Background: an optimization exercise with open tools, aiming at small area and a short achievable clock period. Do not read the settings as production practice.

==> module int8_mac_tree, before the edit <==
module int8_mac_tree (
    input clk,  
    input reset,  
    input signed [7:0] in0,
    input signed [7:0] in1,
    input signed [7:0] in2,
    input signed [7:0] in3,
    input signed [7:0] in4,
    input signed [7:0] in5,
    input signed [7:0] in6,
    input signed [7:0] in7,
    input signed [7:0] in8,
    input signed [7:0] in9,
    input signed [7:0] in10,
    input signed [7:0] in11,
    input signed [7:0] in12,
    input signed [7:0] in13,
    input signed [7:0] in14,
    input signed [7:0] in15,
    output reg signed [31:0] out,
    output signed [15:0] prod0, prod1, prod2, prod3, prod4, prod5, prod6, prod7,
    output signed [17:0] sum_level2_0, sum_level2_1
);  
    wire signed [16:0] sum_level1_out [0:3];
    wire signed [18:0] out_temp;
    reg signed [7:0] in0_reg, in1_reg, in2_reg, in3_reg, in4_reg, in5_reg, in6_reg, in7_reg, 
                     in8_reg, in9_reg, in10_reg, in11_reg, in12_reg, in13_reg, in14_reg, in15_reg;
    always @(posedge clk or posedge reset) begin
        if (reset) begin
            in0_reg <= 8'h0; in1_reg <= 8'h0; in2_reg <= 8'h0; in3_reg <= 8'h0;
            in4_reg <= 8'h0; in5_reg <= 8'h0; in6_reg <= 8'h0; in7_reg <= 8'h0;
            in8_reg <= 8'h0; in9_reg <= 8'h0; in10_reg <= 8'h0; in11_reg <= 8'h0;
            in12_reg <= 8'h0; in13_reg <= 8'h0; in14_reg <= 8'h0; in15_reg <= 8'h0;
        end else begin
            in0_reg <= in0; in1_reg <= in1; in2_reg <= in2; in3_reg <= in3;
            in4_reg <= in4; in5_reg <= in5; in6_reg <= in6; in7_reg <= in7;
            in8_reg <= in8; in9_reg <= in9; in10_reg <= in10; in11_reg <= in11;
            in12_reg <= in12; in13_reg <= in13; in14_reg <= in14; in15_reg <= in15;
        end
    end
    multiplier_8bit mul0 (.A(in0_reg), .B(in1_reg), .P(prod0));
    multiplier_8bit mul1 (.A(in2_reg), .B(in3_reg), .P(prod1));
    multiplier_8bit mul2 (.A(in4_reg), .B(in5_reg), .P(prod2));
    multiplier_8bit mul3 (.A(in6_reg), .B(in7_reg), .P(prod3));
    multiplier_8bit mul4 (.A(in8_reg), .B(in9_reg), .P(prod4));
    multiplier_8bit mul5 (.A(in10_reg), .B(in11_reg), .P(prod5));
    multiplier_8bit mul6 (.A(in12_reg), .B(in13_reg), .P(prod6));
    multiplier_8bit mul7 (.A(in14_reg), .B(in15_reg), .P(prod7));
    adder_16bit add_l1_0 (.A(prod0), .B(prod1), .S(sum_level1_out[0]));
    adder_16bit add_l1_1 (.A(prod2), .B(prod3), .S(sum_level1_out[1]));
    adder_16bit add_l1_2 (.A(prod4), .B(prod5), .S(sum_level1_out[2]));
    adder_16bit add_l1_3 (.A(prod6), .B(prod7), .S(sum_level1_out[3]));
    adder_17bit add_l2_0 (.A(sum_level1_out[0]), .B(sum_level1_out[1]), .S(sum_level2_0));
    adder_17bit add_l2_1 (.A(sum_level1_out[2]), .B(sum_level1_out[3]), .S(sum_level2_1));
    adder_18bit add_final (.A(sum_level2_0), .B(sum_level2_1), .S(out_temp));
    always @(posedge clk or posedge reset) begin
        if (reset)
            out <= 32'h0;
        else
            out <= out_temp;
    end
endmodule
make LEC_CHECK=0 CAP_MARGIN=20 CORE_MARGIN=2 CORE_UTILIZATION=40 SLEW_MARGIN=20 finish   # period 12.0 ns
run.sh (not shown) runs the stock make flow with config.mk's settings and CLKGATE_MAP_FILE= SYNTH_SCRIPT=/design/flow/synth_recipe.tcl, a recipe that flattens the netlist after the stock synthesis.
Change:
==> flow/design.v (replaced) <==
module multiplier_8bit (
    input signed [7:0] A,
    input signed [7:0] B,
    output signed [15:0] P
);
    assign P = A * B;
endmodule
module adder_16bit (
    input signed [15:0] A,
    input signed [15:0] B,
    output signed [16:0] S
);
    assign S = A + B;
endmodule
module adder_17bit (
    input signed [16:0] A,
    input signed [16:0] B,
    output signed [17:0] S
);
    assign S = A + B;
endmodule
module adder_18bit (
    input signed [17:0] A,
    input signed [17:0] B,
    output signed [18:0] S
);
    assign S = A + B;
endmodule
module int8_mac_tree (
    input clk,  
    input reset,  
    input signed [7:0] in0,
    input signed [7:0] in1,
    input signed [7:0] in2,
    input signed [7:0] in3,
    input signed [7:0] in4,
    input signed [7:0] in5,
    input signed [7:0] in6,
    input signed [7:0] in7,
    input signed [7:0] in8,
    input signed [7:0] in9,
    input signed [7:0] in10,
    input signed [7:0] in11,
    input signed [7:0] in12,
    input signed [7:0] in13,
    input signed [7:0] in14,
    input signed [7:0] in15,
    output signed [31:0] out,
    output reg signed [15:0] prod0, prod1, prod2, prod3, prod4, prod5, prod6, prod7,
    output signed [17:0] sum_level2_0, sum_level2_1
);
    wire signed [15:0] p0, p1, p2, p3, p4, p5, p6, p7;
    multiplier_8bit mul0 (.A(in0),  .B(in1),  .P(p0));
    multiplier_8bit mul1 (.A(in2),  .B(in3),  .P(p1));
    multiplier_8bit mul2 (.A(in4),  .B(in5),  .P(p2));
    multiplier_8bit mul3 (.A(in6),  .B(in7),  .P(p3));
    multiplier_8bit mul4 (.A(in8),  .B(in9),  .P(p4));
    multiplier_8bit mul5 (.A(in10), .B(in11), .P(p5));
    multiplier_8bit mul6 (.A(in12), .B(in13), .P(p6));
    multiplier_8bit mul7 (.A(in14), .B(in15), .P(p7));
    always @(posedge clk or posedge reset) begin
        if (reset) begin
            prod0 <= 16'h0; prod1 <= 16'h0; prod2 <= 16'h0; prod3 <= 16'h0;
            prod4 <= 16'h0; prod5 <= 16'h0; prod6 <= 16'h0; prod7 <= 16'h0;
        end else begin
            prod0 <= p0; prod1 <= p1; prod2 <= p2; prod3 <= p3;
            prod4 <= p4; prod5 <= p5; prod6 <= p6; prod7 <= p7;
        end
    end
    assign sum_level2_0 = prod0 + prod1 + prod2 + prod3;
    assign sum_level2_1 = prod4 + prod5 + prod6 + prod7;
    reg signed [18:0] out_r;
    always @(posedge clk or posedge reset) begin
        if (reset)
            out_r <= 19'h0;
        else
            out_r <= sum_level2_0 + sum_level2_1;
    end
    assign out = out_r;
endmodule
Result: Sequential cell count is unchanged; clock skew falls by 0.0062 ns; worst hold slack degrades by 0.34 ns; count of clock-buffer cells in the layout stays the same; sequential share of layout area is about the same; utilization goes up by 0.43 points; global-route usage went up by 0.58 points.
No functional check of the RTL was part of any run of this note.

static timing again, ports no longer ideal:
The results above use ideal ports. As a check the final layouts listed here were re-extracted and re-timed, cells and wires unchanged.
Step 1 (the two cells are an assumption about what drives the block):
set clk [get_ports {clk}]
set_driving_cell -lib_cell sky130_fd_sc_hd__clkbuf_16 $clk
set_driving_cell -lib_cell sky130_fd_sc_hd__buf_2 [delete_from_list [all_inputs] $clk]
Step 2, shift: input delay + t, output delay - t, t = (earliest + latest rising clock arrival at the registers) / 2. This alone moves slack from input paths to output paths.
a / b / c = ideal / step 1 / step 2; a / b = the first two.
| run | t (ns) | setup WS [ns] | clock arrival spread, ns | worst register clock-pin slew, ns | worst data-port slew with drivers (ns) |
|---|---|---|---|---|---|
| the first run | 0.564 | 1.234 / 1.168 / 1.732 | 0.020 / 0.019 | 0.08 / 0.08 | 0.06 |
| the second run | 0.518 | 4.433 / 4.380 / 4.759 | 0.013 / 0.013 | 0.07 / 0.07 | 0.05 |
After both steps setup and hold are still met in every run listed.
